This is an optimization exercise on Yosys and OpenROAD, whose aim is small area, not a production implementation. The RTL was checked by simulation tests, not by an equivalence proof against the original design. Power is estimated from default activity; no workload was simulated.

--- run.sh ---
#!/bin/bash
# synth_recipe.tcl (not shown) runs the flow's synth.tcl, then flattens the netlist and writes it again
# the make line also repeats each setting of config.mk as NAME=value (left out here)
make -C /OpenROAD-flow-scripts/flow DESIGN_CONFIG=/design/flow/config.mk WORK_HOME=/design/flow/orfs CLKGATE_MAP_FILE= SYNTH_SCRIPT=/design/flow/synth_recipe.tcl finish
--- config.mk ---
export PLATFORM = sky130hd
export DESIGN_NAME = vumeter
export DESIGN_NICKNAME = vumeter
export VERILOG_FILES = /design/flow/design.v
export SDC_FILE = /design/flow/constraint.sdc
export NUM_CORES = 4
export LEC_CHECK = 0
export CAP_MARGIN = 20
export CORE_MARGIN = 2
export CORE_UTILIZATION = 40
export SLEW_MARGIN = 20
--- constraint.sdc ---
create_clock -name core_clock -period 25.0 [get_ports {clk}]
set_input_delay 5.0000 -clock core_clock [delete_from_list [all_inputs] [get_ports {clk}]]
set_output_delay 5.0000 -clock core_clock [all_outputs]
set_load 0.01 [all_outputs]
--- design.v ---
`timescale 1ns/10ps
module vumeter(
	input rx,
	input clk,rst,
	output hs,vs,
	output [2:0]RED,GREEN,
	output [1:0]BLUE
);
	reg [1:0]s;
	reg [4:0]u;
	wire ptick = &s;
	wire utick = s[0] & (u == 5'd26);
	wire upost = ~s[0] & (u == 5'd0);    
	always @(posedge clk or posedge rst)
	begin
		if(rst)
		begin
			s <= 2'd2;
			u <= 5'd31;
		end
		else
		begin
			s <= s + 1'b1;
			if(s[0])
				u <= (u == 5'd26) ? 5'd0 : u + 1'b1;
		end
	end
	reg [3:0]bst;
	reg [3:0]baud;
	reg dv;
	reg smp;
	reg [7:0]data;
	wire idle = (bst == 4'd6);
	wire b15 = &baud;
	wire vote = data[7];
	always @(posedge clk or posedge rst)
	begin
		if(rst)
		begin
			bst <= 4'd6;
			baud <= 4'd15;
			dv <= 1'b0;
		end
		else
		begin
			if(utick)
			begin
				baud <= (idle & rx) ? 4'd0 : baud + 1'b1;
				if(idle)
				begin
					if(~rx)
						bst <= 4'd7;
				end
				else if(b15)
				begin
					if(bst == 4'd1 | (vote & (bst == 4'd7 | bst == 4'd0)))
						bst <= 4'd6;
					else
						bst <= bst + 1'b1;
				end
				if(idle & rx)
					dv <= 1'b0;
			end
			if(upost & bst == 4'd0 & baud == 4'd0)
				dv <= 1'b1;
		end
	end
	always @(posedge clk)
	begin
		if(utick)
		begin
			smp <= rx;
			if(baud == 4'd7)
				data <= {rx, data[7:1]};
			else if(baud == 4'd9)
				data[7] <= (data[7] & smp) | (data[7] & rx) | (smp & rx);
		end
	end
	wire fshift = upost & (bst == 4'd0) & (baud == 4'd0) & ~dv;
	reg [63:0]fifo;
	reg [3:0]vcnt;
	always @(posedge clk)
	begin
		if(fshift)
			fifo <= {data, fifo[63:8]};
	end
	always @(posedge clk or posedge rst)
	begin
		if(rst)
			vcnt <= 4'd0;
		else if(fshift & ~vcnt[3])
			vcnt <= vcnt + 1'b1;
	end
	reg [6:0]r;
	reg [3:0]q;
	reg [1:0]ph;
	reg [7:0]hr;
	wire rend = (r == 7'd79);
	wire lend = rend & (q == 4'd7);
	always @(posedge clk or posedge rst)
	begin
		if(rst)
		begin
			r <= 7'd78;
			q <= 4'd7;
			ph <= 2'd2;
			hr <= 8'd1;
		end
		else if(ptick)
		begin
			r <= rend ? 7'd0 : r + 1'b1;
			if(rend)
				q <= (q == 4'd9) ? 4'd0 : q + 1'b1;
			if(lend)
			begin
				if(ph == 2'd0 & hr == 8'd2)
				begin
					ph <= 2'd1;
					hr <= 8'd240;
				end
				else if(ph == 2'd1 & hr == 8'd1)
				begin
					ph <= 2'd2;
					hr <= 8'd46;
				end
				else if(ph == 2'd2 & hr == 8'd1)
				begin
					ph <= 2'd0;
					hr <= 8'd240;
				end
				else
					hr <= hr - 1'b1;
			end
		end
	end
	assign hs = ~((q == 4'd8 & r >= 7'd16) | (q == 4'd9 & r < 7'd32));
	assign vs = ~(ph == 2'd2 & (hr == 8'd35 | hr == 8'd34));
	wire [2:0]bar = q[2:0];
	reg [7:0]d;
	always @(*)
	begin
		case(bar)
			3'd0: d = fifo[63:56];
			3'd1: d = fifo[55:48];
			3'd2: d = fifo[47:40];
			3'd3: d = fifo[39:32];
			3'd4: d = fifo[31:24];
			3'd5: d = fifo[23:16];
			3'd6: d = fifo[15:8];
			default: d = fifo[7:0];
		endcase
	end
	wire valid = vcnt[3] | ({1'b0,bar} < vcnt);
	wire inbar = (r != 7'd0) & (~rend | (bar == 3'd7));
	wire [7:0]thr = hr + {4'd0,hr[7:4]} + {7'd0,(|hr[3:0])};
	wire lit = ~q[3] & inbar & valid & ~ph[1] & (d >= thr);
	wire red_band = ph[0] ? (hr >= 8'd120 & hr <= 8'd239) : (hr >= 8'd121);
	wire green_band = ph[0] ? (hr <= 8'd199 | hr == 8'd240) : (hr <= 8'd200);
	assign RED = {3{lit & red_band}};
	assign GREEN = {3{lit & green_band}};
	assign BLUE = 2'b00;
endmodule
==> results.txt, run 1 <==
* Final Hold Viols at 0
* Minimum clock period at 9.98 ns
* Reg clk slew, reported paths at about 0.050 ns
* Worst setup SP type: flip-flop
* Relative slew slack at 48.5%
* TritonCTS clock tree: built
* GRT overflow at 0
* CTS Hold Buffers Added at 0
* Crit path kind: flip-flop to primary output
* Setup TNS at 0 ns
* Worst path slowest cell: clkdlybuf4s50_1
* HPWL after DPL at 7820 µm
* Switching Power at around 0.08 mW
* Initial antenna violation count at 0
* Root Driver: clkbuf_16
* Gr usage total at 15.4%
* Die Area at 15500 µm²
* CTS sink count at 114
* GPL Wtd Cong at 0.839
* Vias per cell at 5.47
* Worst-skew pair later-pin latency at 0.41 ns
* Least-Margin Pin Slew at 0.773 ns
* Outcome: no timing/DRC/antenna violations
* Boundary Pins at 13
* Routed WL at 11500 µm
* P_int at 0.324 mW
* Clock network power share at about 50%
* Vias at 3815
* Post-synthesis async set-or-reset flop share at 36.0%
* Post-CTS Resized at 0
* Switching share of power at about a fifth
* Pre-CTS setup slack at roughly 15 ns
* Initial core utilization at about two fifths
* Buffers added on ports at 10
* Core Util, Final at between 40% and 50%
* FF+latch count, synth at 114
* WP data arrival at 4.98 ns
* Nets@finish at 541
* F_max at 0.100 GHz
* Crit end category: primary output
* Min-delay worst type: flip-flop to flip-flop
* # placed instances at 667
* Combinational share of power at 0.5%
* CP delay by family, top: adder cells
* Die height at between 100 and 150 µm
* Final setup viols at 0
* Tcrit/Tclk final at 39.9%
* Worst clock skew at between 0.008 and 0.009 ns
* EDFF count, synth at between 70 and 80
* Vias in the first global route at ~3.7k
* Pwr Density at 61.7 nW/µm²
* Critical path cell sequence: inv_1 > ha_1 > and2_1 > fa_1 > fa_1 > inv_1 > a21oi_1 > o21bai_1 > nand3_1 > xor2_1 > ha_1 > and3_1 > nand2_1 > o31ai_1 > nand4_1 > a311oi_1 > clkdlybuf4s50_1
* Mapped Cells at 495
* Largest net degree at the start of global routing at 64
* Remaining DRCs at 0
* Reg power frac at 49.5%
* DR pass1 iterations at 7
* # diodes at 0
* Ys Warns at 1
* Post-route ant nets at 0
* Max-slew violations at 0
* Drt wl/cell at 16.5 µm
* First-pass GRT wire length at 19100 µm
* Mean Syn Cell Area at approximately 12 µm²
* Leak at around 2.5 nW
* Tot Pwr at 0.403 mW
* Chip width at 125 µm
* CP max FO at 8
* Non-Filler Instances at between 600 and 700
* Maximum clock path buffer count at 2
* Total CTS buffers at 17
* Final worst setup slack at 15.02 ns
* Crit path required time at 20.00 ns
* Max cap viols at 0
* P&R area growth vs syn at 12.1%
* Share of post-route cells with drive strength above 1 at 12.6%
* H-Tree Depth at 4
* Unrepaired setup endpoints after global routing: no
* Core area at 14400 µm²
* Maximum vdd ir drop at ~42 µV
* Mapped cell area at 5820 µm²
* CP bufs+invs at 3
* CP peak stage delay at 0.61 ns
* Seq/Total Area, Yosys at 55.7%
* Setup bufs post-CTS at 0
* Synth unique cells at 75
* Synth Flop Type: edfxtp_1
* First DRT Iteration DRCs at 337
* FP Rows at 44
## flip-flops by register name, summed over array words and instances, names as in the netlist
signal and flops:
r 7, dv 1, ph 2, s 2, q 4, data 8, vcnt 4, fifo 64
u 5, hr 8, baud 4, smp 1, bst 4
## routing by layer
metal	vias up	GRT usage, %	share of wire (%)	wire length [µm]
li1	1847	-	-	-
met1	1855	21.2	48	5560
met2	93	22.8	46	5290
met3	20	4.17	4.3	495
met4	0	6.68	1.7	197
met5	-	0	0	0
## stage by stage
stage                     area [µm²]  hold slack (ns)
after CTS                       6530            0.443
after global routing            6530            0.455
after detailed placement        6040            0.433
after floorplan                 5830            0.400
final                           6530            0.436
after global placement          6040            0.406
## placed cells by master, fill, tap and decap left out, types with 4 or more instances in the layout
cell type        instances
dfrtp_1                 20
clkdlybuf4s50_1         10
nand4_1                 15
nand2_1                 28
a31oi_1                  4
edfxtp_1                73
nand3b_1                 5
ha_1                    34
nand2b_1                 5
clkbuf_16               17
nor3_1                  14
o21a_1                   5
xor2_1                   8
mux2_2                   5
a21oi_1                 26
mux2i_1                 11
nand3_1                 13
clkinv_2                 5
and3_1                   4
a21o_1                   4
or3_1                    4
inv_1                   26
clkinv_1                 4
xnor2_1                  6
clkbuf_1                 6
nor2_1                  33
o21ai_0                 29
dfstp_2                 21
## Yosys cell counts (6+ instances only)
library cell | number | area share, %
edfxtp_1 | 73 | 38
ha_1 | 34 | 7.3
nor2_1 | 34 | 2.2
o21ai_0 | 29 | 2.5
nand2_1 | 28 | 1.8
a21oi_1 | 26 | 2.2
inv_1 | 26 | 1.7
dfstp_2 | 21 | 9.5
dfrtp_1 | 20 | 8.6
nand4_1 | 15 | 1.6
nor3_1 | 14 | 1.2
nand3_1 | 13 | 1.1
clkbuf_1 | 11 | 0.71
mux2i_1 | 11 | 1.9
xor2_1 | 8 | 1.2
buf_4 | 7 | 0.90
buf_2 | 6 | 0.52
xnor2_1 | 6 | 0.90
## final cells by class
cell class	count	area [µm²]
clock buffer	23	448
clock inverter	8	40.0
fill	1284	7840
inverter	29	114
multi-input combinational	327	2330
sequential	114	3240
tap	184	230
timing repair buffer	13	123
## path summary, 6_finish.rpt
| check | startpoint | slack, ns | to | depth (start not counted) |
|---|---|---|---|---|
| min in group asynchronous | rst | 5.03 | bst[3]$_DFFE_PP0P_ | 3 |
| min reg2reg | data[0]$_DFFE_PP_ | 0.44 | fifo[56]$_DFFE_PP_ | 0 |
| max reg2reg | bst[0]$_DFFE_PP0P_ | 22.53 | fifo[5]$_DFFE_PP_ | 6 |
| min | data[0]$_DFFE_PP_ | 0.44 | fifo[56]$_DFFE_PP_ | 0 |
| max in group asynchronous | rst | 19.59 | r[3]$_DFFE_PP1P_ | 3 |
| max | hr[0]$_DFFE_PP1P_ | 15.02 | RED[2] | 17 |
## worst register-to-register path: cells and delay by family (launching register included)
family                     cells  cell delay (ns)
DFF                            1             0.41
adders and majority gates      1             0.19
buffers and inverters          2             0.76
and+or+nand+nor                3             0.69
## kinds of logic (layout without fill, tap and decap cells)
family          after synthesis  after routing  synth area share (%)
other cells                   1              2                0.0644
simple gates                144            144                  13.3
flops                       114            114                  55.7
buf+inv                      55             73                  4.47
fa+ha+maj                    36             36                  7.99
mux                          18             18                  3.63
xor+xnor                     14             14                  2.11
compound gates              113            113                  12.7
## power by group through the flow
stage          Clock [mW]  Sequential [mW]  Combinational [mW]
2_1_floorplan           0            0.203             0.00137
3_3_place_gp            0            0.203             0.00212
3_5_place_dp            0            0.203             0.00215
4_1_cts             0.206            0.199             0.00218
5_1_grt             0.216            0.199             0.00240
6_report            0.201            0.199             0.00210
==> run 2: changes to the inputs <==
--- a/config.mk
+++ b/config.mk
@@ -8,4 +8,7 @@
 export CAP_MARGIN = 20
 export CORE_MARGIN = 2
 export CORE_UTILIZATION = 40
+export CTS_BUF_LIST = sky130_fd_sc_hd__clkbuf_4
+export CTS_CLUSTER_DIAMETER = 100
+export CTS_CLUSTER_SIZE = 30
 export SLEW_MARGIN = 20
==> results.txt, run 2 <==
* Outcome: no timing/DRC/antenna violations
* Critical path cell sequence: inv_1 > ha_1 > and2_1 > fa_1 > fa_1 > inv_1 > a21oi_1 > o21bai_1 > nand3_1 > xor2_1 > ha_1 > and3_1 > nand2_1 > o31ai_1 > nand4_1 > a311oi_1 > clkdlybuf4s50_1
* H-Tree Depth at 4
* Reg power frac at 64.3%
* Flip-flop and latch area at 3240 µm²
* Hold path depth at 0
* CP peak stage delay at roughly 0.61 ns
* P&R area growth vs syn at 7.39%
* Ys Warns at 1
* Register with the most flip-flops: fifo
* GRT overflow at 0
* Remaining DRCs at 0
* # diodes at 0
* Commonest cells after routing, fill and taps aside: 73 x edfxtp_1, 34 x ha_1, 33 x nor2_1, 29 x o21ai_0, 28 x nand2_1
* EDFF count, synth at 73
* Reg2reg start: bst[0]$_DFFE_PP0P_
* Vias in the first global route at between 3k and 4k
* Core area at between 10000 and 15000 µm²
* # placed instances at 667
* FP Rows at between 40 and 50
* Largest area contributor in the netlist: edfxtp_1
* Share of post-route cells with drive strength above 1 at 13.8%
* Crit end category: primary output
* Gr usage total at 15.1%
* Post-route ant nets at 0
* GPL Wtd Cong at between 0.8 and 0.9
* Synth unique cells at between 70 and 80
* Worst setup SP type: flip-flop
* Tcrit/Tclk final at 40.3%
* CP delay by family, top: adder cells
* Commonest non-fill, non-tap cell in the layout: edfxtp_1
* FF-to-FF End: fifo[8]$_DFFE_PP_
* Switching Power at 0.0661 mW
* First-pass GRT wire length at about 19000 µm
* Largest net degree at the start of global routing at 64
* Max-slew violations at 0
* Placed cell area at 6040 µm²
* CP bufs+invs at 3
* Post-route cell area at 6250 µm²
* Mean Syn Cell Area at 11.8 µm²
* R2R setup slack at 22.53 ns
* CP max FO at 8
* Die Area at 15500 µm²
* Worst clock skew at 0.0157 ns
* Root Driver: clkbuf_4
* Relative slew slack at between 40% and 50%
* Unrepaired setup endpoints after global routing: no
* Leak at 2.34 nW
* Hold Path End: fifo[56]$_DFFE_PP_
* Final setup viols at 0
* Combinational share of power at 0.7%
* Min-delay worst type: flip-flop to flip-flop
* Non-Filler Instances at roughly 700
* R2R depth at 6
* Seq/Total Area, Yosys at 55.7%
* Chip width at ~120 µm
* P_int at 0.243 mW
* DR pass1 iterations at 5
* CP startpoint: hr[0]$_DFFE_PP1P_
* Switching share of power at 21.4%
* Clock network power share at around a third
* Routed WL at 11300 µm
* Top cells by count, synth: 73 x edfxtp_1, 34 x ha_1, 34 x nor2_1
* Post-synthesis async set-or-reset flop share at 36.0%
* HPWL after DPL at 7820 µm
* Fill count at between 1k and 1.5k
* Post-CTS Resized at 0
* Most common cell in the netlist: edfxtp_1
* Final Hold Viols at 0
* Synth Flop Type: edfxtp_1
* Area of the multi-input gates at 2330 µm²
* Synth top area share at a little under two fifths
* Total CTS buffers at 17
* WP data arrival at 5.09 ns
* Setup bufs post-CTS at 0
* Minimum clock period at between 10 and 15 ns
* First DRT Iteration DRCs at 421
* Initial core utilization at between 40% and 50%
* F_max at 0.0992 GHz
* Crit path required time at 20.00 ns
* CTS Hold Buffers Added at 0
* TritonCTS clock tree: built
* Worst-skew pair later-pin latency at 0.51 ns
* Pwr Density at a little under 50 nW/µm²
* Worst path slowest cell: clkdlybuf4s50_1
* Buffers added on ports at 10
* Max cap viols at 0
* Area contributors post-synth: edfxtp_1 38%, dfstp_2 9.5%, dfrtp_1 8.6%
* Setup TNS at 0 ns
* Vias at 3822
* Nets@finish at 541
* Crit path kind: flip-flop to primary output
* CTS sink count at 114
* Vias per cell at between 5 and 6
* Die height at 125 µm
* Maximum vdd ir drop at ~22 µV
* FF+latch count, synth at 114
* Initial antenna violation count at 0
* Maximum clock path buffer count at 2
* Hold path startpoint: data[0]$_DFFE_PP_
* Mapped Cells at 495
* Reg clk slew, reported paths at around 0.10 ns
* Drt wl/cell at around 16 µm
* Mapped cell area at a little under 6000 µm²
* Least-Margin Pin Slew at 0.773 ns
* Boundary Pins at 13
* Largest registers: fifo: 64 flops, data: 8 flops, hr: 8 flops
* Number of flip-flops in the largest register at 64
[run 2: logic make-up (layout without fill, tap and decap cells)]
logic type	Yosys count	after routing	share of synthesized area, %
xor+xnor	14	14	2.11
compound gates	113	113	12.7
simple gates	144	144	13.3
fa+ha+maj	36	36	7.99
flops	114	114	55.7
buf+inv	55	73	4.47
other cells	1	2	0.0644
mux	18	18	3.63
[run 2: worst max path at each step]
stage,end,depth (start not counted)
3_5_place_dp,RED[2],17
4_1_cts,RED[2],17
3_3_place_gp,RED[1],17
2_1_floorplan,RED[1],17
6_report,RED[2],17
5_1_grt,RED[0],17
[run 2: cell type report]
class                           count  area share, %
Clock buffer                       23           2.76
Inverter                           29           1.82
Clock inverter                      8          0.640
Multi-Input combinational cell    327           37.2
Sequential cell                   114           51.9
Tap cell                          184           3.68
Timing Repair Buffer               13           1.96
[run 2: stage by stage]
stage | util [%] | hold WS [ns] | setup slack (ns) | total power, mW
after floorplan | - | 0.400 | 16.08 | 0.204
after global placement | 42.0 | 0.406 | 15.62 | 0.205
after detailed placement | 42.0 | 0.433 | 15.44 | 0.205
after CTS | 43.5 | 0.442 | 14.85 | 0.313
after global routing | 43.5 | 0.463 | 14.44 | 0.324
final | 43.5 | 0.435 | 14.91 | 0.309
[run 2: routing by layer]
layer  global-route usage, %  vias to the layer above  part of all wire (%)
met5                       0                        -                     0
met3                    4.60                       26                   4.0
met2                    22.7                       92                    46
li1                        -                     1850                     -
met4                    5.35                        0                   2.0
met1                    20.7                     1854                    48
[run 2: power groups by stage]
| stage | registers [mW] | logic (mW) | clock network, mW |
|---|---|---|---|
| 5_1_grt | 0.199 | 0.00242 | 0.123 |
| 2_1_floorplan | 0.203 | 0.00137 | 0 |
| 3_3_place_gp | 0.203 | 0.00212 | 0 |
| 3_5_place_dp | 0.203 | 0.00215 | 0 |
| 4_1_cts | 0.199 | 0.00217 | 0.112 |
| 6_report | 0.199 | 0.00207 | 0.108 |
==> run 3: changes to the inputs <==
--- a/config.mk
+++ b/config.mk
@@ -8,7 +8,7 @@
 export CAP_MARGIN = 20
 export CORE_MARGIN = 2
 export CORE_UTILIZATION = 40
-export CTS_BUF_LIST = sky130_fd_sc_hd__clkbuf_4
-export CTS_CLUSTER_DIAMETER = 100
-export CTS_CLUSTER_SIZE = 30
+export CTS_BUF_LIST = sky130_fd_sc_hd__clkbuf_16
+export CTS_CLUSTER_DIAMETER = 500
+export CTS_CLUSTER_SIZE = 100
 export SLEW_MARGIN = 20
==> results.txt, run 3 <==
* First-pass GRT wire length at 19100 µm
* Maximum clock path buffer count at 2
* F_max at 0.100 GHz
* Tot Pwr at about 0.40 mW
* Crit end category: primary output
* Seq/Total Area, Yosys at 55.7%
* Critical path cell sequence: inv_1 > ha_1 > and2_1 > fa_1 > fa_1 > inv_1 > a21oi_1 > o21bai_1 > nand3_1 > xor2_1 > ha_1 > and3_1 > nand2_1 > o31ai_1 > nand4_1 > a311oi_1 > clkdlybuf4s50_1
* Final worst setup slack at approximately 15 ns
* Initial antenna violation count at 0
* # diodes at 0
* Max-slew violations at 0
* Maximum vdd ir drop at 42.2 µV
* Area contributors post-synth: edfxtp_1 38%, dfstp_2 9.5%, dfrtp_1 8.6%
* Mapped cell area at 5820 µm²
* Reg clk slew, reported paths at 0.05 ns
* Leak at 2.48 nW
* Die height at 125 µm
* HPWL after DPL at 7820 µm
* Core area at 14400 µm²
* Mapped Cells at between 400 and 500
* Routed WL at roughly 12000 µm
* GRT overflow at 0
* TritonCTS clock tree: built
* Drt wl/cell at between 15 and 20 µm
* Boundary Pins at 13
* FP Rows at 44
* Number of flip-flops in the largest register at 64
* Crit path required time at 20.00 ns
* Root Driver: clkbuf_16
* First DRT Iteration DRCs at 384
* Setup TNS at 0 ns
* CP max FO at 8
* Pre-CTS setup slack at 15.44 ns
* P&R area growth vs syn at 12.1%
* Least-Margin Pin Slew at around 0.77 ns
* Gr usage total at between 10% and 20%
* Commonest cells after routing, fill and taps aside: 73 x edfxtp_1, 34 x ha_1, 33 x nor2_1, 32 x inv_1, 29 x o21ai_0
* Largest registers: fifo: 64 flops, data: 8 flops, hr: 8 flops
* Remaining DRCs at 0
* Post-synthesis async set-or-reset flop share at 36.0%
* Largest area contributor in the netlist: edfxtp_1
* Vias at 3829
* DR pass1 iterations at 5
* H-Tree Depth at 4
* Unrepaired setup endpoints after global routing: no
* CTS Hold Buffers Added at 0
* CTS sink count at about 110
* Top cells by count, synth: 73 x edfxtp_1, 34 x ha_1, 34 x nor2_1
* Largest net degree at the start of global routing at 64
* Synth unique cells at 75
* GPL Wtd Cong at 0.839
* WP data arrival at ~5 ns
* Worst path slowest cell: clkdlybuf4s50_1
* Worst-skew pair later-pin latency at 0.41 ns
* Worst clock skew at 0.00860 ns
* Die Area at 15500 µm²
* Register with the most flip-flops: fifo
* Share of post-route cells with drive strength above 1 at 12.6%
* Final setup viols at 0
* Commonest non-fill, non-tap cell in the layout: edfxtp_1
* Crit path kind: flip-flop to primary output
* Tcrit/Tclk final at 39.9%
* Relative slew slack at 48.5%
* Buffers added on ports at 10
* Ys Warns at 1
* Minimum clock period at 9.98 ns
* Most common cell in the netlist: edfxtp_1
* Total CTS buffers at 17
* Synth Flop Type: edfxtp_1
* Chip width at 125 µm
* Nets@finish at 541
* Setup bufs post-CTS at 0
* Synth top area share at 37.7%
* Min-delay worst type: flip-flop to flip-flop
* Max cap viols at 0
* FF+latch count, synth at 114
* Vias per cell at 5.49
* Mean Syn Cell Area at approximately 12 µm²
* Vias in the first global route at 3720
* Post-CTS Resized at 0
* Initial core utilization at 40.5%
* Pwr Density at 61.4 nW/µm²
* Outcome: no timing/DRC/antenna violations
* CP peak stage delay at between 0.6 and 0.7 ns
* Final Hold Viols at 0
* Worst setup SP type: flip-flop
* Post-route ant nets at 0
* EDFF count, synth at 73
==> run 3: final cells by class <==
cell class	instances	area [µm²]
timing repair buffer	13	123
sequential	114	3240
multi-input combinational	327	2330
fill	1284	7840
clock inverter	14	62.6
tap	184	230
inverter	29	114
clock buffer	17	425
==> run 3: worst max-delay path, delay by kind of cell, from the launching register on <==
family	cells	cell delay, ns
compound gates	4	0.96
xor+xnor	1	0.18
fa+ha+maj	4	1.34
buf+inv	3	0.83
flops	1	0.56
simple gates	5	0.69
==> run 3: per-stage QoR <==
step           utilization (%)  instance area (µm²)  instances  hold slack [ns]
2_1_floorplan                -                 5830        496            0.400
3_3_place_gp              42.0                 6040        667            0.406
3_5_place_dp              42.0                 6040        667            0.433
4_1_cts                   45.4                 6530        698            0.443
5_1_grt                   45.4                 6530        698            0.455
6_report                  45.4                 6530        698            0.436
==> run 3: report_power, final <==
group          switching (mW)  leakage [nW]  internal [mW]
Combinational         0.00166          1.08       0.000426
Sequential                  0          1.14          0.199
Clock                  0.0778         0.264          0.121
Total                  0.0794          2.48          0.321
==> run 3: worst paths after layout <==
| kind | from | endpoint | slack (ns) | cells past startpoint |
|---|---|---|---|---|
| min | data[0]$_DFFE_PP_ | fifo[56]$_DFFE_PP_ | 0.44 | 0 |
| max reg2reg | bst[0]$_DFFE_PP0P_ | fifo[8]$_DFFE_PP_ | 22.54 | 6 |
| max in group asynchronous | rst | r[3]$_DFFE_PP1P_ | 19.59 | 3 |
| max | hr[0]$_DFFE_PP1P_ | RED[2] | 15.02 | 17 |
| min reg2reg | data[0]$_DFFE_PP_ | fifo[56]$_DFFE_PP_ | 0.44 | 0 |
| min in group asynchronous | rst | vcnt[1]$_DFFE_PP0P_ | 5.03 | 3 |
==> run 3: layer usage <==
layer  vias to the layer above  track usage (%)  part of all wire (%)
li1                       1849                -                     -
met1                      1869             21.2                    48
met2                        94             22.8                    46
met3                        17             4.17                   4.3
met4                         0             6.68                   1.4
met5                         -                0                     0
==> run 3: cell families after synthesis <==
kind of cell               count (synthesis)  share of synthesized area [%]
and+or+nand+nor                          144                           13.3
other                                      1                         0.0644
adders and majority gates                 36                           7.99
buffers and inverters                     55                           4.47
xor gates and xnor gates                  14                           2.11
muxes                                     18                           3.63
DFF                                      114                           55.7
AOI/OAI and AO/OA                        113                           12.7
==> run 4: changes to the inputs <==
--- a/config.mk
+++ b/config.mk
@@ -8,7 +8,7 @@
 export CAP_MARGIN = 20
 export CORE_MARGIN = 2
 export CORE_UTILIZATION = 40
-export CTS_BUF_LIST = sky130_fd_sc_hd__clkbuf_16
-export CTS_CLUSTER_DIAMETER = 500
-export CTS_CLUSTER_SIZE = 100
+export CTS_BUF_LIST = sky130_fd_sc_hd__clkbuf_8
+export CTS_CLUSTER_DIAMETER = 300
+export CTS_CLUSTER_SIZE = 60
 export SLEW_MARGIN = 20
==> results.txt, run 4 <==
* FF+latch count, synth at 114
* WP data arrival at about 5.0 ns
* Drt wl/cell at 16.3 µm
* Register with the most flip-flops: fifo
* Largest area contributor in the netlist: edfxtp_1
* # diodes at 0
* Chip width at 125 µm
* Root Driver: clkbuf_8
* Boundary Pins at 13
* Area of the multi-input gates at ~2300 µm²
* FP Rows at 44
* Maximum vdd ir drop at 26.8 µV
* R2R depth at 6
* Most common cell in the netlist: edfxtp_1
* Crit end category: primary output
* CP Capture Point: RED[2]
* HPWL after DPL at roughly 8000 µm
* P&R area growth vs syn at 8.83%
* DR pass1 iterations at 5
* CP delay by family, top: adder cells
* Worst setup SP type: flip-flop
* CTS sink count at 114
* Gr usage total at 15.2%
* R2R setup slack at 22.54 ns
* Core Util, Final at 44.1%
* Post-CTS Resized at 0
* Least-Margin Pin Slew at 0.768 ns
* Initial antenna violation count at 0
* Synth unique cells at 75
* Maximum clock path buffer count at 2
* Largest net degree at the start of global routing at 64
* First-pass GRT wire length at around 19000 µm
* Nets@finish at 541
* Number of flip-flops in the largest register at 64
* Mean Syn Cell Area at 11.8 µm²
* CP startpoint: hr[0]$_DFFE_PP1P_
* Mapped cell area at 5820 µm²
* Max-slew violations at 0
* Flip-flop and latch area at 3240 µm²
* Remaining DRCs at 0
* H-Tree Depth at 4
* Setup bufs post-CTS at 0
* Commonest non-fill, non-tap cell in the layout: edfxtp_1
* Minimum clock period at around 10 ns
* Initial core utilization at 40.5%
* Hold path depth at 0
* Largest registers: fifo: 64 flops, data: 8 flops, hr: 8 flops
* Tot Pwr at 0.333 mW
* EDFF count, synth at 73
* Min-delay worst type: flip-flop to flip-flop
* Relative slew slack at 48.8%
* Final setup viols at 0
* TritonCTS clock tree: built
* F_max at 0.100 GHz
* Top cells by count, synth: 73 x edfxtp_1, 34 x ha_1, 34 x nor2_1
* Tcrit/Tclk final at approximately 40%
* Max cap viols at 0
* First DRT Iteration DRCs at 370
* Unrepaired setup endpoints after global routing: no
* Reg2reg start: bst[0]$_DFFE_PP0P_
* CP max FO at 8
* CP peak stage delay at 0.61 ns
* Non-Filler Instances at between 600 and 700
* Worst path slowest cell: clkdlybuf4s50_1
* Critical path cell sequence: inv_1 > ha_1 > and2_1 > fa_1 > fa_1 > inv_1 > a21oi_1 > o21bai_1 > nand3_1 > xor2_1 > ha_1 > and3_1 > nand2_1 > o31ai_1 > nand4_1 > a311oi_1 > clkdlybuf4s50_1
* WP depth at 17
* FF-to-FF End: fifo[4]$_DFFE_PP_
* Commonest cells after routing, fill and taps aside: 73 x edfxtp_1, 34 x ha_1, 33 x nor2_1, 32 x inv_1, 29 x o21ai_0
* Mapped Cells at between 400 and 500
* # placed instances at about 670
* Crit path required time at roughly 20 ns
* GRT overflow at 0
* Post-route ant nets at 0
* Reg clk slew, reported paths at 0.07 ns
* Die Area at 15500 µm²
* Vias in the first global route at approximately 3.7k
* Pwr Density at 52.5 nW/µm²
* Seq/Total Area, Yosys at 55.7%
* Share of post-route cells with drive strength above 1 at 12.6%
* Final Hold Viols at 0
* Synth top area share at 37.7%
* Core area at between 10000 and 15000 µm²
* Area contributors post-synth: edfxtp_1 38%, dfstp_2 9.5%, dfrtp_1 8.6%
* Worst-skew pair later-pin latency at 0.42 ns
* CTS Hold Buffers Added at 0
* Vias at 3820
* Buffers added on ports at 10
* Synth Flop Type: edfxtp_1
* Fill count at 1321
* Total CTS buffers at 17
* GPL Wtd Cong at roughly 0.84
* CP bufs+invs at 3
* Leak at 2.39 nW
* Ys Warns at 1
* Crit path kind: flip-flop to primary output
* Die height at around 120 µm
* Worst clock skew at 0.00986 ns
* Routed WL at roughly 11000 µm
* Setup TNS at 0 ns
* Post-synthesis async set-or-reset flop share at between 30% and 40%
* Vias per cell at 5.47
* Outcome: no timing/DRC/antenna violations
[run 4: metal layers]
layer	global-route usage, %	routed length [µm]	vias up
met1	20.6	5430	1840
met4	5.75	166	0
met5	0	0	-
li1	-	-	1851
met2	23.0	5280	112
met3	4.51	508	17
[run 4: cell type report]
class | count | area share (%)
multi-input cells | 327 | 36.7
flip-flops and latches | 114 | 51.2
repair buffers | 13 | 1.94
clock buffers | 17 | 3.69
well taps | 184 | 3.63
clock inverters | 14 | 0.987
inverters | 29 | 1.80
[run 4: worst min-delay path by stage]
| stage | from | to | slack, ns |
|---|---|---|---|
| after floorplan | data[0]$_DFFE_PP_ | fifo[56]$_DFFE_PP_ | 0.40 |
| after global placement | data[0]$_DFFE_PP_ | fifo[56]$_DFFE_PP_ | 0.41 |
| after detailed placement | data[0]$_DFFE_PP_ | fifo[56]$_DFFE_PP_ | 0.43 |
| after CTS | data[0]$_DFFE_PP_ | fifo[56]$_DFFE_PP_ | 0.44 |
| after global routing | fifo[42]$_DFFE_PP_ | fifo[34]$_DFFE_PP_ | 0.46 |
| final | data[0]$_DFFE_PP_ | fifo[56]$_DFFE_PP_ | 0.44 |
[run 4: cell families after synthesis]
logic type                 count (synthesis)  synth area share [%]
and+or+nand+nor                          144                  13.3
other                                      1                0.0644
adders and majority gates                 36                  7.99
DFF                                      114                  55.7
AOI/OAI and AO/OA                        113                  12.7
muxes                                     18                  3.63
buffers and inverters                     55                  4.47
xor gates and xnor gates                  14                  2.11
[run 4: stage by stage]
stage | worst slack [ns] | instance area (µm²) | hold WS [ns]
floorplan | 16.08 | 5830 | 0.400
global placement | 15.62 | 6040 | 0.406
detailed placement | 15.44 | 6040 | 0.433
CTS | 14.95 | 6340 | 0.441
global route | 14.58 | 6340 | 0.456
finish | 15.00 | 6340 | 0.438
[run 4: power breakdown]
| part | switching, mW | internal, mW |
|---|---|---|
| combinational | 0.00166 | 0.000426 |
| clock | 0.0678 | 0.0637 |
| sequential | 0 | 0.199 |

==> afterwards: timing with drivers on the ports <==
In the flow no input, the clock included, has a driving cell. The finished layouts below were timed again as built, in two steps.
Step 1 sets driving cells, clkbuf_16 on the clock port and buf_2 on the other inputs (assumed; they add their load-dependent delay and slew).
Step 2 also shifts input and output timing later by t, the mid clock arrival at the registers, as if the neighbouring blocks saw the same clock.
a / b / c = no drivers / after step 1 / after step 2; a / b = the first two.
| run | t (ns) | setup slack, ns | clock arrival spread, ns |
|---|---|---|---|
| run 1 | 0.442 | 15.018 / 14.979 / 15.421 | 0.010 / 0.010 |
| run 2 | 0.533 | 14.914 / 14.883 / 15.416 | 0.018 / 0.018 |
| run 3 | 0.442 | 15.018 / 14.979 / 15.420 | 0.011 / 0.011 |
| run 4 | 0.450 | 14.997 / 14.960 / 15.410 | 0.014 / 0.013 |
After both steps every run listed still meets setup and hold.
